What follows belongs to an exercise in optimizing a design on an open flow for small area, a short achievable clock period and few clock cycles per item; a production flow would make more cautious choices. Where RTL was checked, it was by simulation tests only, not by an equivalence proof against the original. No functional check of the RTL was part of runs 5 to 7. Power is estimated from default activity; no workload was simulated.

## flow/config.mk

```make
export PLATFORM = sky130hd
export DESIGN_NAME = adler32
export DESIGN_NICKNAME = adler32
export VERILOG_FILES = /design/flow/design.v
export SDC_FILE = /design/flow/constraint.sdc
export NUM_CORES = 4
export LEC_CHECK = 0
export ABC_AREA = 1
export CAP_MARGIN = 20
export CORE_MARGIN = 2
export CORE_UTILIZATION = 50
export CTS_BUF_LIST = sky130_fd_sc_hd__clkbuf_4 sky130_fd_sc_hd__clkbuf_8
export SETUP_SLACK_MARGIN = 5
export SLEW_MARGIN = 20
```

## flow/constraint.sdc

```tcl
create_clock -name core_clock -period 7.5 [get_ports {clock}]
set_input_delay 1.5000 -clock core_clock [delete_from_list [all_inputs] [get_ports {clock}]]
set_output_delay 1.5000 -clock core_clock [all_outputs]
set_load 0.01 [all_outputs]
```

## flow/design.v

```verilog
module adler32(
    input clock,
    input rst_n,
    input size_valid,
    input [31:0] size,
    input data_start,
    input [7:0] data,
    output checksum_valid,
    output [31:0] checksum
);
    reg  [7:0]  d_q;       
    reg         ds_q;      
    reg         fa;        
    reg  [31:0] held;      
    reg         held_ok;   
    reg  [31:0] cnt;       
    reg         active;    
    reg         f2;        
    reg  [15:0] A, B;
    reg         vld;
    wire [31:0] cnt_nx;
    wire [7:0]  zb;        
    wire [7:0]  wz;        
    assign wz[0] = 1'b1;
    assign wz[1] = zb[0];
    assign wz[2] = &zb[1:0];
    assign wz[3] = &zb[2:0];
    assign wz[4] = &zb[3:0];
    assign wz[5] = wz[4] & zb[4];
    assign wz[6] = wz[4] & (&zb[5:4]);
    assign wz[7] = wz[4] & (&zb[6:4]);
    genvar k;
    generate
        for (k = 0; k < 8; k = k + 1) begin : cb
            cnt_blk u_b(.c(cnt[4*k+3:4*k]), .h(held[4*k+3:4*k]), .ld(ds_q),
                        .w(wz[k]), .n(cnt_nx[4*k+3:4*k]), .z(zb[k]));
        end
    endgenerate
    wire f1 = active & cnt[0] & ~|cnt[3:1] & (&zb[7:1]);    
    wire [15:0] a_in = fa ? 16'd0 : A;
    wire [8:0]  sl = a_in[7:0] + d_q + fa;
    wire [7:0]  ah1 = a_in[15:8] + 8'd1;
    wire        hff = &a_in[15:8];
    wire        hfe = (a_in[15:8] == 8'hFE);
    wire        lge = &sl[7:4] & |sl[3:0];                   
    wire        ga = sl[8] ? (hff | (hfe & lge)) : (hff & lge);   
    wire [7:0]  la = sl[7:0] + 8'd15;
    wire [15:0] a_nx = ga ? {8'd0, la} : {sl[8] ? ah1 : a_in[15:8], sl[7:0]};
    wire [16:0] xb = B + A;
    wire        nz = |xb[3:0];
    wire        gb = xb[16] | (&xb[15:4] & nz);
    wire [15:0] yb = {xb[15:4] + {11'd0, nz}, xb[3:0] - 4'd1};
    wire [15:0] b_nx = gb ? yb : xb[15:0];
    always @(posedge clock) begin
        d_q  <= f1 ? 8'd0 : data;
        ds_q <= data_start & rst_n;
        fa   <= ds_q;
        if (size_valid)
            held <= size;
        if (!rst_n) begin
            held_ok <= 1'b0;
            active  <= 1'b0;
            f2      <= 1'b0;
            vld     <= 1'b0;
        end else begin
            if (size_valid)
                held_ok <= 1'b1;
            if (ds_q)
                active <= held_ok;
            else if (f1)
                active <= 1'b0;
            f2  <= f1;
            vld <= f2;
        end
        cnt <= cnt_nx;
        A <= a_nx;
        B <= fa ? 16'd0 : b_nx;
    end
    assign checksum_valid = vld;
    assign checksum = {B, A};
endmodule
module cnt_blk(
    input  [3:0] c,
    input  [3:0] h,
    input        ld,
    input        w,
    output [3:0] n,
    output       z
);
    wire [3:0] t = {w & ~|c[2:0], w & ~|c[1:0], w & ~c[0], w};
    assign n = ld ? h : c ^ t;
    assign z = ~|c;
endmodule
```

## flow/flow/run.sh

```bash
#!/bin/bash
# Standard layout, with these changes to how it is made:
#  - plain buffers (buf_2) on the ports;
#  - the full and half adder cells are added to the don't-use list, so that
#    synthesis maps adders to plain gates;
#  - ABC maps the logic with flow/abc.script (a delay-targeted map with area
#    recovery) instead of the flow's area script. The rest of synthesis is
#    synth_recipe.tcl unchanged.
set -o pipefail
W=$PWD
export BUFFER_PORTS_ARGS="-buffer_cell sky130_fd_sc_hd__buf_2"
BASE=$(make -s -C "$FLOW_HOME" DESIGN_CONFIG="$W/config.mk" WORK_HOME="$W/orfs" print-DONT_USE_CELLS 2>/dev/null | sed -n 's/^DONT_USE_CELLS: //p')
DU="$BASE sky130_fd_sc_hd__fa_1 sky130_fd_sc_hd__fa_2 sky130_fd_sc_hd__fa_4 sky130_fd_sc_hd__ha_1 sky130_fd_sc_hd__ha_2 sky130_fd_sc_hd__ha_4"
cp flow/abc.script "$W/abc_custom.script"
{
  echo "proc abc {args} {"
  echo "  set i [lsearch -exact \$args -script]"
  echo "  if {\$i >= 0} { lset args [expr {\$i + 1}] $W/abc_custom.script }"
  echo "  yosys abc {*}\$args"
  echo "}"
  cat synth_recipe.tcl
} > "$W/custom_synth.tcl"
sed "s#SYNTH_SCRIPT=[^ ]*#SYNTH_SCRIPT=$W/custom_synth.tcl#" standard.sh > "$W/custom_standard.sh"
bash "$W/custom_standard.sh" "DONT_USE_CELLS=$DU" "POST_GLOBAL_ROUTE_TCL=$W/flow/post_grt.tcl" finish > standard.log 2>&1
```

## flow/flow/abc.script

```
strash
&get -n
&dc2
&dch
&put
map -B 0.9
topo
stime -c
buffer -c
upsize -c
dnsize -c
```

## flow/flow/post_grt.tcl

```tcl
# Downsize cells whose paths keep at least the flow's setup margin of slack.
global_route -start_incremental
repair_timing -recover_power 100 -slack_margin 5.0 -verbose
global_route -end_incremental
```

## flow/standard.sh

```bash
#!/bin/bash
# synth_recipe.tcl (not shown) runs the flow's synth.tcl, then flattens the netlist and writes it again
# the make line also repeats each setting of config.mk as NAME=value (left out here)
make -C /OpenROAD-flow-scripts/flow DESIGN_CONFIG=/design/flow/config.mk WORK_HOME=/design/flow/orfs CLKGATE_MAP_FILE= SYNTH_SCRIPT=/design/flow/synth_recipe.tcl "${@:-finish}"
```

==> summary.txt, run 1 <==
Remaining Overflow, GRT=0; Tot Pwr=0.00224 W; top-area cell type share of the netlist area=28.6%; CP Max Fanout=14; CTS tree=done; Max VDD drop=0.195 mV; Sw Share=43.2%; Setup crit start kind=register; register area share after synthesis=46.3%; post-synthesis compound-gate area fraction=9.20%; distinct cell type count after synthesis=37; period utilization=45.2%; Failing Checks=max-capacitance violations, max-slew violations; PwrDens=350 nW/um2; setup TNS=0 ns; status=finished with violations; Detailed Place HPWL=8520 um; num rows=38; Hold Fails Final Rpt=0; initial antenna violation count=0; Die Ht=108 um; grt met1 use=25.5%; asr flop ratio synth=0%; EDFF count, synth=32; Core Area=10700 um2; Synth Area in Adders=0%; CTS buffer count=9; Max Slew Vio Count=95; Post-Route Skew=0.0101 ns; clk slew on worst S/H paths=0.10 ns; post-cts sizing count=22; Post-Synthesis Cells=761; share of layout cells above drive strength 1=17.3%; vias=5089; critical path capture point type=register; GRT Total Usage=20.4%; Synth Area in Simple Gates=34.0%; Die Width=108 um; Starting DRT DRC Count=282; vias in the first global route=4424; multi-input logic area=2580 um2; CP required=7.78 ns; routed length per placed instance=12.0 um; drt pass-1 iters=5; CTS Buffer Depth=2; Hold Path Class=reg -> reg; vias per inst=5.05; Synth Register Bits=110; switching power=0.000969 W; YS warnings=1; Worst slew margin=-56.4%; global-route track usage on met3=3.13%; setup violators final=0; Ports=77; Leak=3.22 nW; ANT nets after route=0; Worst-Margin Slew=2.35 ns; clk latency of the worst-skew pair=0.37 ns; Synth Area in XOR/XNOR=1.61%; top-count cell post-synth=nand2_1; post-synthesis mux area share=0%; mean post-synth cell area=7.16 um2; Seq. cell area=2530 um2; IO Port Bufs=76; main combinational cell family by area after synthesis=simple AND/OR/NAND/NOR gates; Area growth syn-to-layout=17.7%; Die Area=11800 um2; Comb pwr share=46.0%; FILL cells=1073; # Max-Cap Violations=2; critical path type=reg -> reg; Net count, final=906; top cells by count, synth=206 x nand2_1, 118 x nor2_1, 105 x inv_1; H-tree depth=3; Flop pwr share=37.7%; root buffer cell=clkbuf_8; CP arrival=3.67 ns; post-CTS setup buffer count=2; Starting Density=50.7%; drc violations=0; GRT met2 Usage=36.3%; Synth Cell Area=5450 um2; top_reg_cell synth=dfxtp_1; ANT cells=0; synth top area cells=dfxtp_1 29%, edfxtp_1 18%, nand2_1 14%; Placer Congestion=0.801; Reg2Reg Setup Slack=4.11 ns; clock share of power=16.4%; P_int=0.00127 W; CTS Sinks=110; first-pass GRT wire length=19200 um; area leader, netlist=dfxtp_1; largest net degree at the start of global routing=61; Most Crowded Layer GR=met2; final WL=12100 um; Min Clock Period, post-route=3.39 ns; CTS Hold Bufs=0; fmax=295 MHz
==> cells in the final DEF, fill, tap and decap left out, types with 13 or more instances in the layout <==
master    instances
o21ai_0          19
a21oi_1          39
nor2_1          111
nand2_2          16
buf_2            56
edfxtp_1         32
a31oi_1          24
dfxtp_1          76
inv_1           103
nor3_1           13
clkbuf_1         22
nand2_1         197
nand3_1          40
buf_4            20
==> critical path: stages (launching register included) <==
cell        delay (ns)
dfxtp_1           0.55
clkinvlp_2        0.55
nand3_1           0.24
nand2_1           0.10
o21ai_0           0.34
nand3_1           0.12
nand2_1           0.12
xor2_1            0.19
nand2_1           0.09
nor2_1            0.19
nand2_2           0.09
o21ai_0           0.39
nand3_1           0.18
nand2_1           0.11
inv_1             0.04
==> power groups by stage <==
stage | Combinational, W | Sequential, W | Clock, W
4_1_cts | 0.000961 | 0.000844 | 0.000377
2_1_floorplan | 0.000703 | 0.000856 | 0
3_5_place_dp | 0.000951 | 0.000853 | 0
6_report | 0.00103 | 0.000845 | 0.000367
3_3_place_gp | 0.000934 | 0.000848 | 0
==> cell families (layout without fill, tap and decap cells) <==
kind of cell / after synthesis / after routing
xor gates and xnor gates: 10 / 10
AOI/OAI and AO/OA: 92 / 92
DFF: 110 / 110
buffers and inverters: 120 / 223
and+or+nand+nor: 429 / 432
==> worst paths after layout <==
| kind | from | to | depth (start not counted) |
|---|---|---|---|
| max | fa | A[5] | 14 |
| min | f2 | vld | 2 |
| max reg2reg | fa | A[5] | 14 |
| min reg2reg | f2 | vld | 2 |
==> final cells by class <==
class | count | area share (%)
clock buffers | 10 | 2.15
well taps | 140 | 2.73
clock inverters | 6 | 1.05
repair inverters | 1 | 0.137
inverters | 107 | 6.28
repair buffers | 99 | 8.07
multi-input cells | 534 | 40.2
flip-flops and latches | 110 | 39.4
==> through the flow <==
step           hold slack (ns)  utilization (%)  std cells  cell area (um2)  setup slack [ns]
3_3_place_gp             0.395             55.2        965             5930              4.42
6_report                 0.424             59.7       1007             6410              4.11
2_1_floorplan            0.390                -        761             5450              5.32
4_1_cts                  0.428             58.0        984             6230              5.00
3_5_place_dp             0.405             55.2        965             5930              4.32
==> state kept, by name, summed over array words and instances, names as in the netlist <==
name     count
active       1
cnt         32
ds_q         1
A           16
d_q          8
held_ok      1
held        32
f2           1
vld          1
B           16
fa           1
==> routing by layer <==
layer | wire length (um) | up-vias | part of all wire [%]
met3 | 414 | 11 | 3.4
met2 | 6200 | 108 | 51
met4 | 107 | 0 | 0.89
met1 | 5330 | 2328 | 44
met5 | 0 | - | 0
li1 | - | 2642 | -
Testbench counts, summed over its fixed seeds: cycles 572,122, bytes 568,898.
==> inputs of run 2 (changes only) <==
==> flow/flow/post_grt.tcl (replaced) <==
# Downsize cells whose paths keep at least the flow's setup margin of slack.
global_route -start_incremental
repair_timing -recover_power 100 -setup_margin 5.0 -verbose
global_route -end_incremental
==> run 2 against run 1 <==
Against the previous run: still fails the layout checks on max-capacitance violations, max-slew violations; sequential cell count unchanged; die area stayed put; clock power barely moved; final cell count stayed put; global-route usage stayed put; sequential share of layout area did not move; count of clock-buffer cells in the layout is the same; combinational power about the same; critical path depth stayed put; worst hold slack stayed put; critical path type unchanged; largest cell class unchanged; highest routed layer unchanged.
==> summary.txt, run 2 <==
GRT Total Usage=20.4% (unchanged); period utilization=45.2% (unchanged); Sw Share=43.2% (unchanged); Starting Density=50.7% (unchanged); mean post-synth cell area=7.16 um2 (unchanged); ANT cells=0 (unchanged); Post-Route Skew=0.0101 ns (unchanged); Hold Path Class=reg -> reg; Starting DRT DRC Count=282 (unchanged); crit path buf inv count=2 (unchanged); P_int=0.00127 W (unchanged); CP most frequent cell=nand2_1; FILL cells=1073 (unchanged); synth top area cells=dfxtp_1 29%, edfxtp_1 18%, nand2_1 14%; IO Port Bufs=76 (unchanged); num rows=38 (unchanged); Worst-Margin Slew=2.35 ns (unchanged); ANT nets after route=0 (unchanged); asr flop ratio synth=0% (unchanged); drt pass-1 iters=5 (unchanged); CTS buffer count=9 (unchanged); top-count cell post-synth=nand2_1; largest net degree at the start of global routing=61 (unchanged); vias=5089 (unchanged); CP cell instances=clkinvlp_2 -> nand3_1 -> nand2_1 -> o21ai_0 -> nand3_1 -> nand2_1 -> xor2_1 -> nand2_1 -> nor2_1 -> nand2_2 -> o21ai_0 -> nand3_1 -> nand2_1 -> inv_1; fmax=295 MHz (unchanged); Remaining Overflow, GRT=0 (unchanged); Worst path slowest cell=dfxtp_1; design area=6410 um2 (unchanged); clk slew on worst S/H paths=0.10 ns (about the same); clk latency of the worst-skew pair=0.37 ns (about the same); most frequent cells in the layout=197 x nand2_1, 111 x nor2_1, 103 x inv_1, 76 x dfxtp_1, 56 x buf_2; switching power=0.000969 W (unchanged); setup violators final=0 (unchanged); placed inst area=5930 um2 (unchanged); Reg2Reg Depth=14 (unchanged); Ports=77 (unchanged); final WL=12100 um (unchanged); Min Clock Period, post-route=3.39 ns (unchanged); Comb pwr share=46.0% (about the same); most common cell after layout, fill and taps aside=nand2_1; Flop pwr share=37.7% (about the same); vias in the first global route=4424 (unchanged); Top Registers=cnt x32, held x32; EDFF count, synth=32 (unchanged); Hold Fails Final Rpt=0 (unchanged); Detailed Place HPWL=8520 um (unchanged); Synth Cell Area=5450 um2 (unchanged); Core Area=10700 um2 (unchanged); Setup crit start kind=register; Synth Register Bits=110 (unchanged); Max Slew Vio Count=95 (unchanged); clock share of power=16.4% (about the same); area leader, netlist=dfxtp_1; Die Ht=108 um (unchanged); register area share after synthesis=46.3% (unchanged); Post-Synthesis Cells=761 (unchanged); H-tree depth=3 (unchanged); drc violations=0 (unchanged); initial antenna violation count=0 (unchanged); hold path depth=2 (unchanged); Leak=3.22 nW (unchanged); critical path type=reg -> reg; share of layout cells above drive strength 1=17.3% (unchanged); delay-heaviest family, CP=simple AND/OR/NAND/NOR gates; # Max-Cap Violations=2 (unchanged); Placer Congestion=0.801 (unchanged); CP arrival=3.67 ns (about the same); root buffer cell=clkbuf_8; CTS tree=done; PwrDens=350 nW/um2 (unchanged); routed length per placed instance=12.0 um (unchanged); max incr delay on CP=0.55 ns (about the same); setup TNS=0 ns (unchanged); CTS Sinks=110 (unchanged); Die Area=11800 um2 (unchanged); Max VDD drop=0.195 mV (unchanged); CTS Buffer Depth=2 (unchanged); CP Max Fanout=14 (unchanged); top-area cell type share of the netlist area=28.6% (unchanged); vias per inst=5.05 (unchanged); CTS Hold Bufs=0 (unchanged); Net count, final=906 (unchanged); Area growth syn-to-layout=17.7% (unchanged); YS warnings=1 (unchanged); status=finished with violations; distinct cell type count after synthesis=37 (unchanged); Die Width=108 um (unchanged); CP required=7.78 ns (about the same); first-pass GRT wire length=19200 um (unchanged); post-CTS setup buffer count=2 (unchanged); Crit path depth=14 (unchanged); Failing Checks=max-capacitance violations, max-slew violations; top cells by count, synth=206 x nand2_1, 118 x nor2_1, 105 x inv_1; critical path capture point type=register; top_reg_cell synth=dfxtp_1; Worst slew margin=-56.4% (unchanged); post-cts sizing count=22 (unchanged)
==> run 2: cell counts after synthesis <==
Identical to the previous run, type by type.
==> run 2: logic make-up (layout without fill, tap and decap cells) <==
logic type      count (synthesis)  after routing  share of synthesized area, %
compound gates                 92             92                          9.20
xor+xnor                       10             10                          1.61
buf+inv                       120            223                          8.93
flops                         110            110                          46.3
simple gates                  429            432                          34.0
==> run 2: path summary, 6_finish.rpt <==
kind                            from  slack, ns   end
worst min register to register    f2       0.42   vld
worst min-delay path              f2       0.42   vld
worst max-delay path              fa       4.11  A[5]
worst max register to register    fa       4.11  A[5]
==> run 2: metrics by stage <==
step           hold slack (ns)  worst slack [ns]  std cells  total power [W]  util, %
2_1_floorplan            0.390              5.32        761          0.00156        -
3_3_place_gp             0.395              4.42        965          0.00178     55.2
3_5_place_dp             0.405              4.32        965          0.00180     55.2
4_1_cts                  0.428              5.00        984          0.00218     58.0
6_report                 0.424              4.11       1007          0.00224     59.7
==> run 2: layout make-up <==
class	count	area (um2)	share of cell area, %
multi-input combinational	534	2580	40.2
inverter	107	403	6.28
tap	140	175	2.73
timing repair buffer	99	518	8.07
clock inverter	6	67.6	1.05
sequential	110	2530	39.4
timing repair inverter	1	8.76	0.137
clock buffer	10	138	2.15
==> run 2: power groups by stage <==
stage | Clock [W] | Sequential (W) | Combinational, W
6_report | 0.000367 | 0.000845 | 0.00103
4_1_cts | 0.000377 | 0.000844 | 0.000961
3_5_place_dp | 0 | 0.000853 | 0.000951
3_3_place_gp | 0 | 0.000848 | 0.000934
2_1_floorplan | 0 | 0.000856 | 0.000703
==> run 2: layer usage <==
| layer | vias to the layer above | GRT usage (%) | share of wire, % |
|---|---|---|---|
| li1 | 2642 | - | - |
| met1 | 2328 | 25.5 | 44 |
| met2 | 108 | 36.3 | 51 |
| met3 | 11 | 3.13 | 3.4 |
| met4 | 0 | 6.04 | 0.89 |
| met5 | - | 0 | 0 |
==> run 2: worst min-delay path: cells and delay by family, from the launching register on <==
family | cells | cell delay (ns)
DFF | 1 | 0.31
and+or+nand+nor | 1 | 0.05
buffers and inverters | 1 | 0.03
==> inputs of run 3 (changes only) <==
==> flow/design.v (replaced) <==
module adler32(
    input clock,
    input rst_n,
    input size_valid,
    input [31:0] size,
    input data_start,
    input [7:0] data,
    output checksum_valid,
    output [31:0] checksum
);
    reg  [7:0]  d_q;       
    reg         ds_q;      
    reg         fa;        
    reg  [31:0] held;      
    reg         held_ok;   
    reg  [31:0] cnt;       
    reg         active;    
    reg         f2;        
    reg  [15:0] A, B;
    reg         vld;
    wire f1 = active & (cnt == 32'd1);    
    wire [15:0] a_in = fa ? 16'd0 : A;
    wire [8:0]  sl = a_in[7:0] + d_q + fa;
    wire [7:0]  ah1 = a_in[15:8] + 8'd1;
    wire        hff = &a_in[15:8];
    wire        hfe = (a_in[15:8] == 8'hFE);
    wire        lge = &sl[7:4] & |sl[3:0];                   
    wire        ga = sl[8] ? (hff | (hfe & lge)) : (hff & lge);   
    wire [7:0]  la = sl[7:0] + 8'd15;
    wire [15:0] a_nx = ga ? {8'd0, la} : {sl[8] ? ah1 : a_in[15:8], sl[7:0]};
    wire [16:0] xb = B + A;
    wire [16:0] yb = B + A + 17'd15;
    wire [15:0] b_nx = yb[16] ? yb[15:0] : xb[15:0];
    always @(posedge clock) begin
        d_q  <= f1 ? 8'd0 : data;
        ds_q <= data_start & rst_n;
        fa   <= ds_q;
        if (size_valid)
            held <= size;
        if (!rst_n) begin
            held_ok <= 1'b0;
            active  <= 1'b0;
            f2      <= 1'b0;
            vld     <= 1'b0;
        end else begin
            if (size_valid)
                held_ok <= 1'b1;
            if (ds_q)
                active <= held_ok;
            else if (f1)
                active <= 1'b0;
            f2  <= f1;
            vld <= f2;
        end
        cnt <= ds_q ? held : cnt - 32'd1;
        A <= a_nx;
        B <= fa ? 16'd0 : b_nx;
    end
    assign checksum_valid = vld;
    assign checksum = {B, A};
endmodule
--- a/flow/flow/run.sh
+++ b/flow/flow/run.sh
@@ -21,4 +21,4 @@
   cat synth_recipe.tcl
 } > "$W/custom_synth.tcl"
 sed "s#SYNTH_SCRIPT=[^ ]*#SYNTH_SCRIPT=$W/custom_synth.tcl#" standard.sh > "$W/custom_standard.sh"
-bash "$W/custom_standard.sh" "DONT_USE_CELLS=$DU" "POST_GLOBAL_ROUTE_TCL=$W/flow/post_grt.tcl" finish > standard.log 2>&1
+bash "$W/custom_standard.sh" "DONT_USE_CELLS=$DU" finish > standard.log 2>&1
==> flow/flow/abc.script (replaced) <==
strash
&get -n
&dch
&put
dch
map -B 0.9
topo
stime -c
buffer -c
upsize -c
dnsize -c
removed: flow/flow/post_grt.tcl
==> run 3 against run 2 <==
Against the previous run: now clean on timing, DRC and antenna; first-iteration DRC count down 13%; fmax is 38% higher; non-clock buffer count fell by 10; sequential cell count unchanged; count of clock-buffer cells in the layout did not move; register-to-register slack improved by 1.0 ns; synthesized cell count up 4.7%; critical path depth decreased by 13; sequential share of layout area shrank 1.2 points; largest power group unchanged.
==> summary.txt, run 3 <==
status=finished clean; Post-Synthesis Cells=797 (+4.7%); PwrDens=366 nW/um2 (+4.6%); Area growth syn-to-layout=19.9%; num rows=38 (unchanged); Net count, final=930 (+2.6%); Remaining Overflow, GRT=0 (unchanged); IO Port Bufs=76 (unchanged); Hold Path Class=reg -> reg; vias=5199 (+2.2%); Die Ht=110 um (+1.2%); EDFF count, synth=32 (unchanged); YS warnings=1 (unchanged); Worst-Margin Slew=0.809 ns (-1.54 ns); Detailed Place HPWL=9650 um (+13%); routed length per placed instance=12.7 um (+5.9%); switching power=0.00112 W (+15%); CTS tree=done; vias in the first global route=4650 (+5.1%); share of layout cells above drive strength 1=23.3% (+6.0 points); first-pass GRT wire length=20400 um (+6.2%); top cells by count, synth=218 x nand2_1, 122 x inv_1, 118 x nor2_1; largest net degree at the start of global routing=56 (-8.2%); mean post-synth cell area=7.01 um2 (-2.1%); Leak=3.42 nW (+6.2%); Min Hold Slack=0.411 ns (-0.0129 ns); clock share of power=14.6% (-1.8 points); CP cell instances=buf_2; register area share after synthesis=45.1% (-1.1 points); Post-Place Cells=1001 (+3.7%); CP Max Fanout=7 (-7); final WL=13100 um (+8.4%); fmax=407 MHz (+38%); GRT Total Usage=21.7% (+1.3 points); CP arrival=0.96 ns (-2.71 ns); Max Slew Vio Count=0 (-100%); Placer Congestion=0.902 (+13%); drc violations=0 (unchanged); ANT nets after route=0 (unchanged); drt pass-1 iters=5 (unchanged); M1 wire length=5740 um (+7.6%); Max VDD drop=0.250 mV (+28%); RSZ-0062 raised after global routing=false; Synth Register Bits=110 (unchanged); Met3 Wirelength=380 um (-8.2%); Comb pwr share=50.7% (+4.7 points); Post-Layout Cell Count=1031 (+2.4%); Seq. cell area=2560 um2 (+1.1%); most frequent cells in the layout=194 x nand2_1, 119 x inv_1, 102 x nor2_1, 76 x buf_2, 61 x dfxtp_1; P_int=0.00134 W (+4.8%); area leader, netlist=dfxtp_1; Worst slew margin=46.0% (+100 points); max incr delay on CP=0.43 ns (-0.12 ns); multi-input logic area=2790 um2 (+8.4%); Worst path slowest cell=dfxtp_2; Max Used Layer=met4; FILL cells=1016 (-5.3%); H-tree depth=3 (unchanged); critical path type=reg -> out; most common cell after layout, fill and taps aside=nand2_1; CTS Buffer Depth=2 (unchanged); Starting DRT DRC Count=244 (-13%); Synth Cell Area=5590 um2 (+2.5%); Post-Route Skew=0.00857 ns (-0.00154 ns); CTS buffer count=9 (unchanged); top-count cell post-synth=nand2_1; top-area cell type share of the netlist area=27.9% (-0.71 points); Flop pwr share=34.7% (-3.0 points); critical path capture point type=output pin; Hold Fails Final Rpt=0 (unchanged); asr flop ratio synth=0% (unchanged); setup violators final=0 (unchanged); ANT cells=0 (unchanged); Die Area=12000 um2 (+2.4%); top_reg_cell synth=dfxtp_1; Core Area=10900 um2 (+1.3%); root buffer cell=clkbuf_8; CTS Sinks=110 (unchanged); Ports=77 (unchanged); period utilization=32.8% (-12 points); Sw Share=45.5% (+2.3 points); CP required=6.00 ns (-1.78 ns); vias per inst=5.04 (-0.22%); # Max-Cap Violations=0 (-2); Setup crit start kind=register; Top Registers=cnt x32, held x32; Min Clock Period, post-route=2.46 ns (-0.933 ns); met2 WL=6680 um (+7.7%); initial antenna violation count=0 (unchanged); Die Width=110 um (+1.2%); Starting Density=51.3% (+0.60 points); CTS Hold Bufs=0 (unchanged); crit path buf inv count=1 (-1); clk latency of the worst-skew pair=0.36 ns (about the same); synth top area cells=dfxtp_1 28%, edfxtp_1 17%, nand2_1 15%; delay-heaviest family, CP=flip-flops; clk slew on worst S/H paths=0.10 ns (about the same); setup TNS=0 ns (unchanged); distinct cell type count after synthesis=36 (-2.7%)
-- run 3: area by class of cell --
class	count	area share, %
clock inverter	6	0.897
timing repair buffer	89	7.13
tap	140	2.61
clock buffer	10	2.05
multi-input combinational	546	41.7
sequential	110	38.2
inverter	130	7.43
-- run 3: power by group through the flow --
stage	registers, W	logic (W)	clock network (W)
CTS	0.000838	0.00110	0.000368
floorplan	0.000850	0.000789	0
detailed placement	0.000848	0.00109	0
finish	0.000850	0.00124	0.000358
global placement	0.000843	0.00107	0
global route	0.000866	0.00137	0.000390
-- run 3: worst paths after layout --
check	depth (start not counted)	slack (ns)	from	endpoint
max reg2reg	18	5.15	A[4]	B[7]
min	2	0.41	f2	vld
min reg2reg	2	0.41	f2	vld
max	1	5.04	A[11]	checksum[11]
-- run 3: per-stage QoR --
step	utilization (%)	instance area (um2)	setup slack (ns)	total power [W]
floorplan	-	5590	5.29	0.00164
global placement	55.9	6090	4.40	0.00191
detailed placement	55.9	6090	4.34	0.00193
CTS	58.6	6380	5.00	0.00231
global route	61.5	6700	4.96	0.00263
finish	61.5	6700	5.04	0.00245
-- run 3: what timing repair did --
item / in CTS / in global routing
setup endpoints to repair: 37 / 39
setup buffers: 3 / 10
gates cloned: 1 / 0
pin swaps: 3 / 18
gates resized for setup: 21 / 79
-- run 3: kinds of logic after synthesis --
kind of cell,share of synthesized area (%)
compound gates,10.3
xor+xnor,2.33
buf+inv,9.74
flops,45.1
simple gates,32.5
-- run 3: per-layer routing --
| metal | vias up | GRT usage [%] |
|---|---|---|
| li1 | 2707 | - |
| met5 | - | 0 |
| met2 | 115 | 40.2 |
| met1 | 2355 | 25.6 |
| met4 | 0 | 7.32 |
| met3 | 22 | 3.14 |
Testbench counts of run 3, summed over its fixed seeds: cycles 572,122, bytes 568,898.
==> inputs of run 4 (changes only) <==
==> flow/flow/abc.script (replaced) <==
strash
&get -n
&dc2
&dch
&put
dch
map -B 0.9
topo
stime -c
buffer -c
upsize -c
dnsize -c
==> run 4 against run 3 <==
Against the previous run: still clean; first-iteration DRC count increased by 15%; utilization grew 3.4 points; global-route usage decreased by 0.31 points; critical path type unchanged; combinational power rose by 27%; largest power group unchanged; clock power down 2%; worst hold slack improved by 0.037 ns; final area is 10% higher; final cell count increased by 4.4%; critical endpoint is now checksum[3].
==> summary.txt, run 4 <==
worst hold start=held[1]; FILL cells=1016 (unchanged); most common cell after layout, fill and taps aside=nand2_1; Synth Cell Area=5800 um2 (+3.8%); # Max-Cap Violations=0 (unchanged); area leader, netlist=dfxtp_1; Max Slew Vio Count=0 (unchanged); Detailed Place HPWL=9560 um (-0.93%); CTS buffer count=9 (unchanged); Hold Fails Final Rpt=0 (unchanged); Max VDD drop=0.310 mV (+24%); most frequent cells in the layout=164 x nand2_1, 102 x inv_1, 101 x nor2_1, 76 x buf_2, 57 x dfxtp_1; vias per inst=5.03 (-0.22%); Ports=77 (unchanged); register area share after synthesis=43.5% (-1.7 points); Die Area=12500 um2 (+3.7%); asr flop ratio synth=0% (unchanged); critical path capture point type=output pin; Seq. cell area=2570 um2 (+0.39%); Remaining Overflow, GRT=0 (unchanged); largest net degree at the start of global routing=60 (+7.1%); Hold Path Class=reg -> reg; fmax=399 MHz (-2.0%); top-area cell type share of the netlist area=26.9% (-1.0 points); top-count cell post-synth=nand2_1; CP cell instances=buf_4 -> buf_2; Core Area=11400 um2 (+4.4%); FF-to-FF Start=A[1]; distinct cell type count after synthesis=37 (+2.8%); IO Port Bufs=76 (unchanged); Setup crit start kind=register; top cells by count, synth=197 x nand2_1, 121 x nor2_1, 106 x inv_1; worst hold endpoint=cnt[1]; Area growth syn-to-layout=27.2%; hold path depth=2 (unchanged); Die Width=112 um (+1.8%); Tot Pwr=0.00281 W (+15%); vias in the first global route=4991 (+7.3%); root buffer cell=clkbuf_8; ANT cells=0 (unchanged); clk latency of the worst-skew pair=0.37 ns (about the same); EDFF count, synth=32 (unchanged); CTS tree=done; max incr delay on CP=0.37 ns (-0.06 ns); Synth Register Bits=110 (unchanged); Reg2Reg Depth=19 (+1); CTS Buffer Depth=2 (unchanged); multi-input logic area=3270 um2 (+17%); Post-Synthesis Cells=808 (+1.4%); PwrDens=381 nW/um2 (+4.2%); YS warnings=1 (unchanged); Reg2Reg Setup Slack=5.07 ns (-0.08 ns); share of layout cells above drive strength 1=34.3% (+11 points); num rows=39 (+2.6%); drt pass-1 iters=4 (-1); Top Registers=cnt x32, held x32; crit path buf inv count=2 (+1); top_reg_cell synth=dfxtp_1; final worst slack=4.99 ns (-0.0500 ns); Worst R2R End=B[6]; H-tree depth=3 (unchanged); Starting DRT DRC Count=281 (+15%); Placer Congestion=0.854 (-5.3%); Leak=3.64 nW (+6.4%); drc violations=0 (unchanged); CP arrival=1.01 ns (+0.05 ns); period utilization=33.5% (+0.67 points); vias=5414 (+4.1%); setup violators final=0 (unchanged); CTS Sinks=110 (unchanged); initial antenna violation count=0 (unchanged); CTS Hold Bufs=0 (unchanged); Worst path slowest cell=dfxtp_4; Die Ht=112 um (+1.8%); delay-heaviest family, CP=flip-flops; setup TNS=0 ns (unchanged); CP required=6.00 ns (about the same); Net count, final=972 (+4.5%); Min Clock Period, post-route=2.51 ns (+0.0500 ns); routed length per placed instance=12.7 um (+0.33%); mean post-synth cell area=7.18 um2 (+2.4%); first-pass GRT wire length=22000 um (+7.8%); Starting Density=51.0% (-0.29 points); Post-Route Skew=0.0108 ns (+0.00225 ns); Worst slew margin=40.1% (-5.9 points); final WL=13700 um (+4.7%); status=finished clean; RSZ-0062 raised after global routing=true; ANT nets after route=0 (unchanged); synth top area cells=dfxtp_1 27%, edfxtp_1 17%, nand2_1 13%; Place WS=4.48 ns (+0.141 ns); critical path type=reg -> out; CP Max Fanout=3 (-4); GRT Total Usage=21.4% (-0.31 points); Worst-Margin Slew=0.897 ns (+0.0882 ns); clk slew on worst S/H paths=0.09 ns (about the same)
-- run 4: changes by cell type in the layout (fill, tap and decap cells not counted), sizes merged, moves of 5 or more --
cell / previous run / this run
buf: 89 / 118
nor2: 123 / 138
inv: 131 / 118
nand2: 223 / 230
nand4: 6 / 12
xor2: 14 / 8
nand3: 54 / 59
-- run 4: kinds of logic (layout without fill, tap and decap cells) --
kind of cell    after synthesis  after routing  share of synthesized area (%)
simple gates                461            464                           36.4
compound gates               98             98                           9.94
xor+xnor                      8              8                           1.21
buf+inv                     131            253                           8.99
flops                       110            110                           43.5
-- run 4: final cells by class --
type | count | area share (%)
Multi-Input combinational cell | 570 | 44.3
Sequential cell | 110 | 34.8
Timing Repair Buffer | 118 | 9.53
Inverter | 118 | 6.27
Tap cell | 143 | 2.42
Clock buffer | 10 | 1.78
Clock inverter | 6 | 0.847
Timing Repair inverter | 1 | 0.119
-- run 4: worst max path at each step --
stage | from | slack, ns | to | cells past startpoint
global route | A[6] | 4.84 | B[6] | 18
global placement | fa | 4.59 | A[1] | 15
CTS | A[13] | 5.00 | checksum[13] | 1
finish | A[3] | 4.99 | checksum[3] | 2
floorplan | A[2] | 5.23 | B[8] | 20
detailed placement | fa | 4.48 | A[1] | 15
-- run 4: where the power goes --
group	total, W	switching, W	internal, W
clock network	0.000352	0.000195	0.000157
registers	0.000885	0.000134	0.000750
logic	0.00158	0.000976	0.000602
-- run 4: worst register-to-register path, cell delays in order, from the launching register on --
cell     delay (ns)
dfxtp_4        0.42
nor2_2         0.07
o21ai_4        0.19
nand2_4        0.10
nand2_4        0.09
nand2_4        0.08
nand2_4        0.10
nand2_4        0.07
nand2_4        0.07
nand2_1        0.06
nand2_1        0.07
nand2_2        0.07
nor2_4         0.16
nand2_2        0.09
nor2_4         0.12
nand3_4        0.19
nand2_8        0.19
nand3_2        0.10
nand2_1        0.07
nor2_1         0.04
-- run 4: timing repair --
action	4_1_cts	5_1_grt
gates resized for setup	33	132
cloned	2	2
endpoints found under the setup margin	48	46
setup buffers	9	32
hold endpoints to repair	0	0
pin swaps	9	47
-- run 4: per-stage QoR --
step / hold WS (ns) / instance area [um2] / cells / utilization (%)
after detailed placement: 0.430 / 6290 / 1015 / 55.4
after CTS: 0.452 / 6690 / 1042 / 58.9
after floorplan: 0.329 / 5800 / 808 / -
final: 0.448 / 7380 / 1076 / 64.9
after global placement: 0.427 / 6290 / 1015 / 55.4
after global routing: 0.470 / 7380 / 1076 / 64.9
-- run 4: routing by layer --
metal | vias up | wire length, um | part of all wire [%] | track usage [%]
met5 | - | 0 | 0 | 0
met4 | 0 | 310 | 2.3 | 7.33
met3 | 26 | 486 | 3.6 | 3.32
met2 | 121 | 7070 | 52 | 38.9
met1 | 2416 | 5820 | 43 | 25.8
li1 | 2851 | - | - | -
==> inputs of run 5 (changes only) <==
--- a/flow/design.v
+++ b/flow/design.v
@@ -20,7 +20,8 @@
     reg         vld;
     wire f1 = active & (cnt == 32'd1);    
     wire [15:0] a_in = fa ? 16'd0 : A;
-    wire [8:0]  sl = a_in[7:0] + d_q + fa;
+    wire [8:0]  sl;
+    pfx_add #(.W(8)) u_sl(.a(a_in[7:0]), .b(d_q), .ci(fa), .s(sl));
     wire [7:0]  ah1 = a_in[15:8] + 8'd1;
     wire        hff = &a_in[15:8];
     wire        hfe = (a_in[15:8] == 8'hFE);
@@ -28,9 +29,12 @@
     wire        ga = sl[8] ? (hff | (hfe & lge)) : (hff & lge);   
     wire [7:0]  la = sl[7:0] + 8'd15;
     wire [15:0] a_nx = ga ? {8'd0, la} : {sl[8] ? ah1 : a_in[15:8], sl[7:0]};
-    wire [16:0] xb = B + A;
-    wire [16:0] yb = B + A + 17'd15;
-    wire [15:0] b_nx = yb[16] ? yb[15:0] : xb[15:0];
+    wire [16:0] xb;
+    pfx_add #(.W(16)) u_xb(.a(B), .b(A), .ci(1'b0), .s(xb));
+    wire        nz = |xb[3:0];
+    wire        gb = xb[16] | (&xb[15:4] & nz);
+    wire [15:0] yb = {xb[15:4] + {11'd0, nz}, xb[3:0] - 4'd1};
+    wire [15:0] b_nx = gb ? yb : xb[15:0];
     always @(posedge clock) begin
         d_q  <= f1 ? 8'd0 : data;
         ds_q <= data_start & rst_n;
@@ -59,3 +63,31 @@
     assign checksum_valid = vld;
     assign checksum = {B, A};
 endmodule
+module pfx_add #(parameter W = 16) (
+    input  [W-1:0] a,
+    input  [W-1:0] b,
+    input          ci,
+    output [W:0]   s
+);
+    localparam L = $clog2(W + 1);
+    wire [W:0] p0 = {a ^ b, 1'b0};
+    wire [W:0] g [0:L];
+    wire [W:0] p [0:L];
+    assign g[0] = {a & b, ci};
+    assign p[0] = p0;
+    genvar l, i;
+    generate
+        for (l = 0; l < L; l = l + 1) begin : lv
+            for (i = 0; i <= W; i = i + 1) begin : bt
+                if ((i >> l) & 1) begin
+                    assign g[l+1][i] = g[l][i] | (p[l][i] & g[l][((i >> l) << l) - 1]);
+                    assign p[l+1][i] = p[l][i] & p[l][((i >> l) << l) - 1];
+                end else begin
+                    assign g[l+1][i] = g[l][i];
+                    assign p[l+1][i] = p[l][i];
+                end
+            end
+        end
+    endgenerate
+    assign s = {g[L][W], p0[W:1] ^ g[L][W-1:0]};
+endmodule
==> flow/flow/run.sh (replaced) <==
#!/bin/bash
# Standard layout, with plain buffers on the ports.
export BUFFER_PORTS_ARGS="-buffer_cell sky130_fd_sc_hd__buf_2"
bash standard.sh > standard.log 2>&1
--- a/flow/config.mk
+++ b/flow/config.mk
@@ -8,7 +8,7 @@
 export ABC_AREA = 1
 export CAP_MARGIN = 20
 export CORE_MARGIN = 2
-export CORE_UTILIZATION = 50
+export CORE_UTILIZATION = 40
 export CTS_BUF_LIST = sky130_fd_sc_hd__clkbuf_4 sky130_fd_sc_hd__clkbuf_8
-export SETUP_SLACK_MARGIN = 5
+export SETUP_SLACK_MARGIN = 4.8
 export SLEW_MARGIN = 20
removed: flow/flow/abc.script
==> run 5 against run 4 <==
Against the previous run: clock skew rose by 0.00089 ns; total power rose by 14%; worst hold slack got worse by 0.010 ns; register-to-register slack got worse by 0.48 ns; utilization fell by 13 points; final area rose by 3.9%; first-iteration DRC count rose by 0.36%; synthesized area rose by 3.9%; sequential cell count did not move; largest cell class unchanged.
==> summary.txt, run 5 <==
status=finished clean; area leader, netlist=dfxtp_1; ANT cells=0 (unchanged); Max Slew Vio Count=0 (unchanged); multi-input logic area=3520 um2 (+7.8%); Top Registers=cnt x32, held x32; CP required=7.82 ns (+1.82 ns); Remaining Overflow, GRT=0 (unchanged); top-count cell post-synth=nand2_1; clk slew on worst S/H paths=0.11 ns (+0.02 ns); fmax=344 MHz (-14%); Core Area=14600 um2 (+29%); EDFF count, synth=32 (unchanged); largest net degree at the start of global routing=42 (-30%); initial antenna violation count=0 (unchanged); Die Area=16100 um2 (+29%); vias per inst=4.74 (-5.8%); Synth Cell Area=6030 um2 (+3.9%); Die Width=127 um (+13%); worst hold endpoint=vld; Ports=77 (unchanged); root buffer cell=clkbuf_8; synth top area cells=dfxtp_1 26%, edfxtp_1 16%, nand2_1 11%; critical path type=reg -> reg; clk latency of the worst-skew pair=0.39 ns (+0.02 ns); routed length per placed instance=13.4 um (+5.1%); H-tree depth=3 (unchanged); CP arrival=3.23 ns (+2.22 ns); YS warnings=3 (+2); FILL cells=1364 (+34%); Setup crit start kind=register; IO Port Bufs=76 (unchanged); register area share after synthesis=41.9% (-1.6 points); CTS buffer count=9 (unchanged); PwrDens=420 nW/um2 (+10%); final WL=14200 um (+4.1%); Tot Pwr=0.00322 W (+14%); Worst R2R End=B[10]; drt pass-1 iters=4 (unchanged); Reg2Reg Depth=19 (unchanged); # Max-Cap Violations=0 (unchanged); critical path capture point type=register; most frequent cells in the layout=145 x nand2_1, 97 x nor2_1, 90 x inv_1, 76 x buf_2, 55 x dfxtp_1; num rows=44 (+13%); mean post-synth cell area=7.91 um2 (+10%); CP Max Fanout=4 (+1); Post-Route Skew=0.0117 ns (+0.000885 ns); top_reg_cell synth=dfxtp_1; CTS tree=done; Hold Path Class=reg -> reg; FF-to-FF Start=A[4]; Starting Density=41.2% (-9.9 points); asr flop ratio synth=0% (unchanged); first-pass GRT wire length=23400 um (+6.5%); Area growth syn-to-layout=27.2% (about the same); most common cell after layout, fill and taps aside=nand2_1; top-area cell type share of the netlist area=25.9% (-1.0 points); Die Ht=127 um (+13%); CTS Sinks=110 (unchanged); worst hold start=f2; distinct cell type count after synthesis=44 (+19%); Post-Synthesis Cells=762 (-5.7%); hold path depth=2 (unchanged); Detailed Place HPWL=9990 um (+4.5%); period utilization=38.8% (+5.3 points); Min Clock Period, post-route=2.91 ns (+0.401 ns); Worst slew margin=48.3% (+8.2 points); Reg2Reg Setup Slack=4.59 ns (-0.48 ns); setup violators final=0 (unchanged); Max VDD drop=0.237 mV (-24%); Net count, final=959 (-1.3%); share of layout cells above drive strength 1=33.9% (-0.40 points); Starting DRT DRC Count=282 (+0.36%); Seq. cell area=2580 um2 (+0.49%); GRT Total Usage=18.2% (-3.3 points); vias in the first global route=4977 (-0.28%); Leak=3.53 nW (-3.1%); RSZ-0062 raised after global routing=true; ANT nets after route=0 (unchanged); Synth Register Bits=110 (unchanged); Worst-Margin Slew=0.771 ns (-0.127 ns); Hold Fails Final Rpt=0 (unchanged); drc violations=0 (unchanged); CTS Buffer Depth=2 (unchanged); setup TNS=0 ns (unchanged); vias=5054 (-6.6%); top cells by count, synth=169 x nand2_1, 111 x nor2_1, 96 x inv_1; Placer Congestion=0.859 (+0.55%)
-- run 5: area by class of cell --
type / count / area share [%]
Tap cell: 184 / 3.00
Clock buffer: 10 / 1.71
Clock inverter: 6 / 0.881
Multi-Input combinational cell: 535 / 46.0
Inverter: 105 / 5.40
Timing Repair Buffer: 115 / 9.19
Sequential cell: 110 / 33.6
Timing Repair inverter: 1 / 0.212
-- run 5: timing repair --
action	in CTS	in global routing
setup buffers	30	8
gates resized for setup	86	35
cloned	1	1
pin swaps	52	12
setup endpoints to repair	32	32
hold buffers	0	0
-- run 5: worst max-delay path by stage --
| stage | startpoint | end | slack [ns] | cells past startpoint |
|---|---|---|---|---|
| 3_3_place_gp | fa | A[5] | 4.27 | 16 |
| 4_1_cts | A[6] | B[3] | 4.65 | 20 |
| 5_1_grt | A[4] | B[10] | 4.39 | 19 |
| 2_1_floorplan | fa | A[2] | 4.69 | 20 |
| 6_report | A[4] | B[10] | 4.59 | 19 |
| 3_5_place_dp | fa | A[5] | 4.28 | 19 |
-- run 5: where the power goes --
part / internal (W) / switching (W) / total [W]
clock network: 0.000134 / 0.000226 / 0.000360
logic: 0.000849 / 0.00113 / 0.00198
registers: 0.000762 / 0.000120 / 0.000882
total: 0.00174 / 0.00148 / 0.00322
-- run 5: kinds of logic (layout without fill, tap and decap cells) --
kind of cell / after synthesis / after routing / share of synthesized area, %
simple gates: 391 / 392 / 30.0
buf+inv: 118 / 237 / 7.78
flops: 110 / 110 / 41.9
compound gates: 70 / 70 / 6.37
fa+ha+maj: 38 / 38 / 8.89
xor+xnor: 35 / 35 / 5.09
-- run 5: critical path, cell delays in order, from the launching register on --
cell	delay [ns]
dfxtp_4	0.38
ha_4	0.25
nand2_2	0.06
nand2_2	0.06
a21oi_2	0.16
nand2_4	0.09
nand3_2	0.08
nand2_2	0.06
a21oi_2	0.17
fa_1	0.46
nor2_1	0.10
nand3_1	0.09
nor2_2	0.10
nand2_2	0.09
inv_2	0.06
nand3_2	0.09
o21bai_4	0.21
buf_6	0.15
nand2_2	0.05
a21oi_2	0.13
-- run 5: layer usage --
metal | vias up | routed length [um] | track usage, %
met5 | - | 0 | 0
met4 | 0 | 194 | 4.40
met3 | 14 | 463 | 4.30
met2 | 93 | 7150 | 32.1
met1 | 2284 | 6430 | 22.5
li1 | 2663 | - | -
-- run 5: per-stage QoR --
stage                     instances  instance area [um2]  util (%)  setup WS [ns]  hold WS, ns
after floorplan                 762                 6230         -           4.69        0.368
after global placement         1010                 6750      46.1           4.27        0.420
after detailed placement       1010                 6750      46.1           4.28        0.416
after CTS                      1057                 7470      51.0           4.65        0.442
after global routing           1066                 7670      52.4           4.39        0.452
final                          1066                 7670      52.4           4.59        0.438
==> inputs of run 6 (changes only) <==
--- a/flow/design.v
+++ b/flow/design.v
@@ -11,6 +11,7 @@
     reg  [7:0]  d_q;       
     reg         ds_q;      
     reg         fa;        
+    reg         fb;        
     reg  [31:0] held;      
     reg         held_ok;   
     reg  [31:0] cnt;       
@@ -18,27 +19,29 @@
     reg         f2;        
     reg  [15:0] A, B;
     reg         vld;
-    wire f1 = active & (cnt == 32'd1);    
+    wire [31:0] zp;        
+    pfx_and #(.W(32)) u_zp(.x(~cnt), .y(zp));
+    wire [31:0] cnt_dec = cnt ^ zp;
+    wire        f1 = active & cnt[0] & ~|cnt[31:1];    
     wire [15:0] a_in = fa ? 16'd0 : A;
-    wire [8:0]  sl;
-    pfx_add #(.W(8)) u_sl(.a(a_in[7:0]), .b(d_q), .ci(fa), .s(sl));
-    wire [7:0]  ah1 = a_in[15:8] + 8'd1;
-    wire        hff = &a_in[15:8];
-    wire        hfe = (a_in[15:8] == 8'hFE);
-    wire        lge = &sl[7:4] & |sl[3:0];                   
-    wire        ga = sl[8] ? (hff | (hfe & lge)) : (hff & lge);   
-    wire [7:0]  la = sl[7:0] + 8'd15;
-    wire [15:0] a_nx = ga ? {8'd0, la} : {sl[8] ? ah1 : a_in[15:8], sl[7:0]};
-    wire [16:0] xb;
-    pfx_add #(.W(16)) u_xb(.a(B), .b(A), .ci(1'b0), .s(xb));
-    wire        nz = |xb[3:0];
-    wire        gb = xb[16] | (&xb[15:4] & nz);
-    wire [15:0] yb = {xb[15:4] + {11'd0, nz}, xb[3:0] - 4'd1};
-    wire [15:0] b_nx = gb ? yb : xb[15:0];
+    wire [16:0] sa;
+    pfx_add #(.W(16)) u_sa(.a(a_in), .b({8'd0, d_q}), .ci(fa), .s(sa));
+    wire        ga = sa[16] | (&sa[15:4] & |sa[3:0]);    
+    wire [7:0]  la = sa[7:0] + 8'd15;
+    wire [15:0] b_in = fb ? 16'd0 : B;
+    wire [16:0] xb, yb;
+    pfx_add #(.W(16)) u_xb(.a(b_in), .b(A), .ci(1'b0), .s(xb));
+    wire [15:0] ys = {b_in[15:4] ^ A[15:4], ~(b_in[3:0] ^ A[3:0])};
+    wire [15:0] yc = {b_in[14:4] & A[14:4], b_in[3:0] | A[3:0], 1'b0};
+    wire        y16c = b_in[15] & A[15];
+    wire [16:0] ysum;
+    pfx_add #(.W(16)) u_yb(.a(ys), .b(yc), .ci(1'b0), .s(ysum));
+    wire        gb = ysum[16] | y16c;
     always @(posedge clock) begin
         d_q  <= f1 ? 8'd0 : data;
         ds_q <= data_start & rst_n;
         fa   <= ds_q;
+        fb   <= fa;
         if (size_valid)
             held <= size;
         if (!rst_n) begin
@@ -56,12 +59,32 @@
             f2  <= f1;
             vld <= f2;
         end
-        cnt <= ds_q ? held : cnt - 32'd1;
-        A <= a_nx;
-        B <= fa ? 16'd0 : b_nx;
+        cnt <= ds_q ? held : cnt_dec;
+        A <= ga ? {8'd0, la} : sa[15:0];
+        B <= gb ? ysum[15:0] : xb[15:0];
     end
     assign checksum_valid = vld;
     assign checksum = {B, A};
+endmodule
+module pfx_and #(parameter W = 32) (
+    input  [W-1:0] x,
+    output [W-1:0] y
+);
+    localparam L = $clog2(W);
+    wire [W-1:0] t [0:L];
+    assign t[0] = x;
+    genvar l, i;
+    generate
+        for (l = 0; l < L; l = l + 1) begin : lv
+            for (i = 0; i < W; i = i + 1) begin : bt
+                if ((i >> l) & 1)
+                    assign t[l+1][i] = t[l][i] & t[l][((i >> l) << l) - 1];
+                else
+                    assign t[l+1][i] = t[l][i];
+            end
+        end
+    endgenerate
+    assign y = {t[L][W-2:0], 1'b1};
 endmodule
 module pfx_add #(parameter W = 16) (
     input  [W-1:0] a,
==> flow/run.sh (new file) <==
#!/bin/bash
# synth_recipe.tcl (not shown) runs the flow's synth.tcl, then flattens the netlist and writes it again
# the make line also repeats each setting of config.mk as NAME=value (left out here)
make -C /OpenROAD-flow-scripts/flow DESIGN_CONFIG=/design/flow/config.mk WORK_HOME=/design/flow/orfs CLKGATE_MAP_FILE= SYNTH_SCRIPT=/design/flow/synth_recipe.tcl finish
==> flow/config.mk (replaced) <==
export PLATFORM = sky130hd
export DESIGN_NAME = adler32
export DESIGN_NICKNAME = adler32
export VERILOG_FILES = /design/flow/design.v
export SDC_FILE = /design/flow/constraint.sdc
export NUM_CORES = 4
export LEC_CHECK = 0
export ABC_CLOCK_PERIOD_IN_PS = 2500
export CAP_MARGIN = 20
export CORE_MARGIN = 2
export CORE_UTILIZATION = 40
export SETUP_SLACK_MARGIN = 4.8
export SLEW_MARGIN = 20
removed: flow/flow/run.sh
removed: flow/standard.sh
==> run 6 against run 5 <==
Against the previous run: still clean on timing, DRC and antenna; final area increased by 5.5%; final cell count decreased by 14%; count of clock-buffer cells in the layout decreased by 1; non-clock buffer count increased by 5; via count decreased by 11%; global-route usage decreased by 1.1 points; register-to-register slack got worse by 0.56 ns; worst hold slack improved by 0.0048 ns; critical path type unchanged; highest routed layer unchanged.
==> summary.txt, run 6 <==
Worst path slowest cell=dfxtp_4; area leader, netlist=dfxtp_1; Post-Route Skew=0.00750 ns (-0.00421 ns); CTS buffer count=9 (unchanged); CP required=7.79 ns (-0.03 ns); first-pass GRT wire length=22000 um (-6.0%); Die Ht=126 um (-0.32%); Place WS=3.25 ns (-1.03 ns); IO Port Bufs=76 (unchanged); drc violations=0 (unchanged); largest net degree at the start of global routing=66 (+57%); Min Hold Slack=0.442 ns (+0.00479 ns); root buffer cell=clkbuf_16; mean post-synth cell area=9.83 um2 (+24%); share of layout cells above drive strength 1=21.6% (-12 points); period utilization=46.2% (+7.4 points); Post-Synthesis Cells=609 (-20%); final worst slack=4.03 ns (-0.557 ns); distinct cell type count after synthesis=55 (+25%); Max Slew Vio Count=0 (unchanged); critical path capture point type=register; Setup crit start kind=register; Area growth syn-to-layout=35.1%; placed inst area=7030 um2 (+4.1%); # Max-Cap Violations=0 (unchanged); vias=4503 (-11%); Synth Cell Area=5990 um2 (-0.66%); register area share after synthesis=42.5% (+0.61 points); CTS Buffer Depth=2 (unchanged); worst hold start=f2; YS warnings=3 (unchanged); drt pass-1 iters=4 (unchanged); Detailed Place HPWL=8940 um (-10%); Placer Congestion=0.880 (+2.5%); CP Max Fanout=6 (+2); H-tree depth=3 (unchanged); ANT cells=0 (unchanged); most common cell after layout, fill and taps aside=dfxtp_1; final WL=13000 um (-8.8%); clk latency of the worst-skew pair=0.36 ns (-0.03 ns); Hold Path Class=reg -> reg; fmax=288 MHz (-16%); clk slew on worst S/H paths=0.08 ns (-0.03 ns); ANT nets after route=0 (unchanged); Crit. Startpoint=fb; status=finished clean; RSZ-0062 raised after global routing=true; design area=8090 um2 (+5.5%); vias per inst=4.92 (+3.7%); Remaining Overflow, GRT=0 (unchanged); top cells by count, synth=79 x dfxtp_1, 63 x nand2_1, 48 x ha_1; Worst slew margin=34.7% (-14 points); max incr delay on CP=0.37 ns (-0.09 ns); Ports=77 (unchanged); CP arrival=3.76 ns (+0.53 ns); CTS Sinks=111 (+0.91%); top-area cell type share of the netlist area=26.4% (+0.51 points); Min Clock Period, post-route=3.47 ns (+0.557 ns); CTS Hold Bufs=0 (unchanged); synth top area cells=dfxtp_1 26%, edfxtp_1 16%, ha_1 10%; PwrDens=377 nW/um2 (-10%); most frequent cells in the layout=64 x dfxtp_1, 56 x nand2_1, 43 x inv_1, 43 x clkdlybuf4s50_1, 40 x ha_1; critical path type=reg -> reg; setup violators final=0 (unchanged); Hold Fails Final Rpt=0 (unchanged); routed length per placed instance=14.2 um (+6.1%); Leak=3.41 nW (-3.2%); Worst-Margin Slew=0.979 ns (+0.209 ns); Net count, final=835 (-13%); EDFF count, synth=32 (unchanged); Synth Register Bits=111 (+0.91%); GRT Total Usage=17.1% (-1.1 points); vias in the first global route=4722 (-5.1%); initial antenna violation count=0 (unchanged); top_reg_cell synth=dfxtp_1; delay-heaviest family, CP=adder cells; asr flop ratio synth=0% (unchanged); Starting Density=41.0% (-0.12 points); setup TNS=0 ns (unchanged); Top Registers=cnt x32, held x32; Die Width=126 um (-0.32%); CTS tree=done; crit path buf inv count=3 (+1); Max VDD drop=0.175 mV (-26%); top-count cell post-synth=dfxtp_1; CP cell instances=nand2b_4 -> ha_4 -> inv_2 -> ha_4 -> fa_2 -> a211oi_4 -> o21ba_4 -> a211o_1 -> nand3b_1 -> o31ai_2 -> inv_1 -> a21oi_2 -> fa_2 -> nor2b_4 -> buf_6 -> mux2i_1; Die Area=16000 um2 (-0.65%); Starting DRT DRC Count=197 (-30%); Tot Pwr=0.00305 W (-5.3%); num rows=44 (unchanged); Core Area=14600 um2 (-0.38%); FF-to-FF Start=fb
==> run 6: cell types whose count changed in the layout (fill, tap and decap cells not counted), sizes merged, moves of 10 or more <==
cell           before  now
clkdlybuf4s50       0   43
buf               115   44
nand2b              0   15
nand2             183   63
nor2b               0   30
o21ai              30   46
a31oi              11    1
inv               105   51
nand3              56    9
ha                 30   48
dlygate4sd2         0   33
xnor2              14   31
nor2              118   39
==> run 6: worst reg2reg max path: cells and delay by family, from the launching register on <==
family | cells | cell delay [ns]
and+or+nand+nor | 3 | 0.47
buffers and inverters | 3 | 0.29
muxes | 1 | 0.19
AOI/OAI and AO/OA | 5 | 1.01
adders and majority gates | 4 | 1.07
DFF | 1 | 0.37
==> run 6: routing by layer <==
metal / wire, um / vias up / GRT usage [%] / share of wire [%]
li1: - / 2311 / - / -
met1: 5660 / 2073 / 20.2 / 44
met2: 6510 / 99 / 30.4 / 50
met3: 525 / 20 / 4.34 / 4.0
met4: 288 / 0 / 5.04 / 2.2
met5: 0 / - / 0 / 0
==> run 6: layout make-up <==
type	instances	area, um2
clock buffer	9	225
clock inverter	7	98.8
fill	1299	6500
inverter	46	173
multi-input combinational	439	3680
sequential	111	2580
tap	184	230
timing repair buffer	120	1110
==> run 6: metrics by stage <==
stage	cells	util, %
after global placement	855	48.2
after floorplan	609	-
after CTS	905	53.5
final	916	55.4
after detailed placement	855	48.2
after global routing	916	55.4
==> run 6: cells by family (layout without fill, tap and decap cells) <==
| group | after synthesis | after routing | share of synthesized area [%] |
|---|---|---|---|
| adders and majority gates | 64 | 64 | 15.4 |
| DFF | 111 | 111 | 42.5 |
| and+or+nand+nor | 204 | 206 | 17.6 |
| AOI/OAI and AO/OA | 104 | 104 | 11.0 |
| xor gates and xnor gates | 56 | 56 | 8.19 |
| muxes | 9 | 9 | 1.50 |
| buffers and inverters | 61 | 182 | 3.91 |
==> run 6: final timing paths <==
check	to	slack (ns)	cells after the start
max	B[9]	4.03	16
min	vld	0.44	1
max reg2reg	B[9]	4.03	16
min reg2reg	vld	0.44	1
==> run 6: repair_timing <==
item,4_1_cts,5_1_grt
setup endpoints to repair,65,32
resized for setup,95,44
hold endpoints to repair,0,0
gates cloned,2,0
buffers inserted,32,11
pin swaps,30,18
==> run 6: power breakdown <==
group	switching, W	internal (W)
combinational	0.000841	0.000823
sequential	0.000114	0.000759
clock	0.000265	0.000248
total	0.00122	0.00183
==> inputs of run 7 (changes only) <==
==> flow/flow/run.sh (new file) <==
#!/bin/bash
# Standard layout, with plain buffers on the ports.
export BUFFER_PORTS_ARGS="-buffer_cell sky130_fd_sc_hd__buf_2"
bash standard.sh > standard.log 2>&1
==> flow/standard.sh (new file) <==
#!/bin/bash
# synth_recipe.tcl (not shown) runs the flow's synth.tcl, then flattens the netlist and writes it again
# the make line also repeats each setting of config.mk as NAME=value (left out here)
make -C /OpenROAD-flow-scripts/flow DESIGN_CONFIG=/design/flow/config.mk WORK_HOME=/design/flow/orfs CLKGATE_MAP_FILE= SYNTH_SCRIPT=/design/flow/synth_recipe.tcl "${@:-finish}"
--- a/flow/config.mk
+++ b/flow/config.mk
@@ -5,9 +5,10 @@
 export SDC_FILE = /design/flow/constraint.sdc
 export NUM_CORES = 4
 export LEC_CHECK = 0
-export ABC_CLOCK_PERIOD_IN_PS = 2500
 export CAP_MARGIN = 20
 export CORE_MARGIN = 2
 export CORE_UTILIZATION = 40
 export SETUP_SLACK_MARGIN = 4.8
 export SLEW_MARGIN = 20
+export SYNTH_HIERARCHICAL = 1
+export SYNTH_MINIMUM_KEEP_SIZE = 0
removed: flow/run.sh
==> run 7 against run 6 <==
Against the previous run: sequential power up 8.1%; global-route usage is 0.52 points higher; clock skew is 0.00056 ns higher; critical endpoint is now A[6]; still clean on timing, DRC and antenna; combinational power is 89% higher; register-to-register slack better by 0.21 ns; critical path type unchanged; setup slack improved by 0.21 ns.
==> summary.txt, run 7 <==
status=finished clean; vias=5319 (+18%); Min Hold Slack=0.445 ns (+0.00267 ns); GRT Total Usage=17.6% (+0.52 points); Post-Route Skew=0.00805 ns (+0.000555 ns); Starting DRT DRC Count=146 (-26%); switching power=0.00186 W (+53%); Hold Fails Final Rpt=0 (unchanged); ANT cells=0 (unchanged); clk latency of the worst-skew pair=0.36 ns (about the same); fin util=54.5% (-0.93 points); vias per inst=4.93 (+0.37%); Die Ht=135 um (+6.9%); final WL=15200 um (+17%); Hold Path Class=reg -> reg; Worst path slowest cell=fa_1; share of layout cells above drive strength 1=34.7% (+13 points); Place WS=4.01 ns (+0.761 ns); FILL cells=1460 (+12%); Seq. cell area=2550 um2 (-0.83%); RSZ-0062 raised after global routing=true; max incr delay on CP=0.52 ns (+0.15 ns); ANT nets after route=0 (unchanged); Starting Density=41.1% (+0.092 points); crit path buf inv count=2 (-1); Reg2Reg Setup Slack=4.24 ns (+0.21 ns); H-tree depth=3 (unchanged); vias in the first global route=5412 (+15%); first-pass GRT wire length=25400 um (+15%); setup violators final=0 (unchanged); CTS Sinks=111 (unchanged); routed length per placed instance=14.1 um (-0.89%); CTS tree=done; CP cell instances=buf_4 -> nor2_4 -> ha_4 -> o211ai_1 -> a21o_1 -> nand2_2 -> a21o_1 -> a21o_2 -> fa_1 -> nand4_1 -> nor4_4 -> buf_4 -> a21oi_4 -> a211oi_2 -> xor2_1; CTS buffer count=9 (unchanged); Top Registers=cnt x32, held x32; Setup crit start kind=register; initial antenna violation count=0 (unchanged); Remaining Overflow, GRT=0 (unchanged); Synth Cell Area=6870 um2 (+15%); Core Area=16700 um2 (+14%); CTS Hold Bufs=0 (unchanged); CTS Buffer Depth=2 (unchanged); drc violations=0 (unchanged); # Max-Cap Violations=0 (unchanged); CP arrival=3.55 ns (-0.21 ns); Min Clock Period, post-route=3.26 ns (-0.208 ns); mean post-synth cell area=9.59 um2 (-2.4%); Max Slew Vio Count=0 (unchanged); critical path type=reg -> reg; Placer Congestion=0.815 (-7.5%); Comb pwr share=68.2% (+14 points); drt pass-1 iters=4 (unchanged); delay-heaviest family, CP=compound AO/OA/AOI/OAI gates; period utilization=43.4% (-2.8 points); Net count, final=972 (+16%); Ports=77 (unchanged); PwrDens=507 nW/um2 (+34%); Tot Pwr=0.00461 W (+51%); Detailed Place HPWL=11100 um (+25%); final worst slack=4.24 ns (+0.208 ns); multi-input logic area=4710 um2 (+28%); CP required=7.79 ns (about the same); Area growth syn-to-layout=32.6%; IO Port Bufs=76 (unchanged); Leak=4.05 nW (+19%); clock share of power=11.4% (-5.4 points); fmax=307 MHz (+6.4%); Flop pwr share=20.5% (-8.1 points); critical path capture point type=register; most frequent cells in the layout=90 x inv_1, 76 x buf_2, 73 x dfxtp_1, 56 x nand2_1; largest net degree at the start of global routing=68 (+3.0%); Worst-Margin Slew=0.991 ns (+0.0116 ns); Die Area=18200 um2 (+14%); most common cell after layout, fill and taps aside=inv_1; setup TNS=0 ns (unchanged); Sw Share=40.4% (+0.43 points); root buffer cell=clkbuf_16; Max VDD drop=0.245 mV (+40%); Post-Synthesis Cells=716 (+18%); YS warnings=9 (+6); CP Max Fanout=6 (unchanged); Die Width=135 um (+6.9%); Worst slew margin=33.9% (-0.77 points); num rows=47 (+6.8%); clk slew on worst S/H paths=0.07 ns (about the same); P_int=0.00275 W (+50%)
[run 7: worst paths after layout]
kind / start / end / depth (start not counted)
max: fa / A[6] / 15
min: held[23] / cnt[23] / 2
max reg2reg: fa / A[6] / 15
min reg2reg: held[23] / cnt[23] / 2
[run 7: area by class of cell]
| class | instances | share of cell area, % |
|---|---|---|
| timing repair buffer | 130 | 9.66 |
| tap | 220 | 3.02 |
| multi-input combinational | 506 | 51.7 |
| clock inverter | 6 | 1.10 |
| clock buffer | 10 | 2.51 |
| inverter | 95 | 3.94 |
| sequential | 111 | 28.1 |
[run 7: worst min-delay path: cells and delay by family (launching register included)]
family           cells  cell delay (ns)
AO/OA/AOI/OAI        1             0.05
AND/OR/NAND/NOR      1             0.04
flip-flops           1             0.32
[run 7: power groups by stage]
stage               logic (W)  clock network [W]  registers, W
global route          0.00346           0.000562      0.000966
floorplan             0.00213                  0      0.000952
detailed placement    0.00266                  0      0.000952
CTS                   0.00303           0.000541      0.000943
finish                0.00314           0.000525      0.000944
global placement      0.00258                  0      0.000947
[run 7: per-stage QoR]
| stage | instances | area [um2] |
|---|---|---|
| 6_report | 1078 | 9100 |
| 5_1_grt | 1078 | 9100 |
| 4_1_cts | 1070 | 8920 |
| 3_5_place_dp | 1007 | 7940 |
| 3_3_place_gp | 1007 | 7940 |
| 2_1_floorplan | 726 | 7400 |
[run 7: routing by layer]
| metal | track usage, % | wire, um |
|---|---|---|
| met5 | 0 | 0 |
| met4 | 4.69 | 223 |
| met3 | 3.49 | 523 |
| met2 | 32.5 | 7800 |
| met1 | 20.7 | 6610 |
[run 7: what timing repair did]
| action | CTS | global route |
|---|---|---|
| pin swaps | 33 | 13 |
| gates cloned | 2 | 0 |
| setup buffers | 45 | 8 |
| gates resized for setup | 54 | 23 |
| endpoints found under the setup margin | 32 | 32 |

## what the ideal ports hide
No port has a modelled driver above. Below, the same layouts with a new extraction and two added sets of constraints. Step 1, drivers: a clkbuf_16 drives clock and a buf_2 each remaining input, both assumed. Step 2 moves the port delays by t, midway between the first and last clock arrival at a register: inputs arrive t later, outputs are due t later. That takes back most of the time a late clock gives input paths. Three values: ideal ports, drivers, drivers and shift; two values: the first two.
run	shift t [ns]	setup WS [ns]	clock arrival spread, ns	slew at the worst register clock pin (ns)	pins driven straight from the clock port
run 1	0.402	4.108 / 4.108 / 4.108	0.011 / 0.010	0.11 / 0.11	1
run 2	0.402	4.108 / 4.108 / 4.108	0.011 / 0.010	0.11 / 0.11	1
run 3	0.394	5.041 / 5.008 / 5.067	0.010 / 0.010	0.10 / 0.10	1
run 4	0.395	4.991 / 4.958 / 5.062	0.011 / 0.011	0.10 / 0.10	1
run 5	0.417	4.591 / 4.591 / 4.591	0.012 / 0.012	0.11 / 0.11	1
run 6	0.395	4.034 / 4.034 / 4.034	0.008 / 0.008	0.09 / 0.09	1
run 7	0.393	4.242 / 4.242 / 4.242	0.009 / 0.008	0.07 / 0.07	1
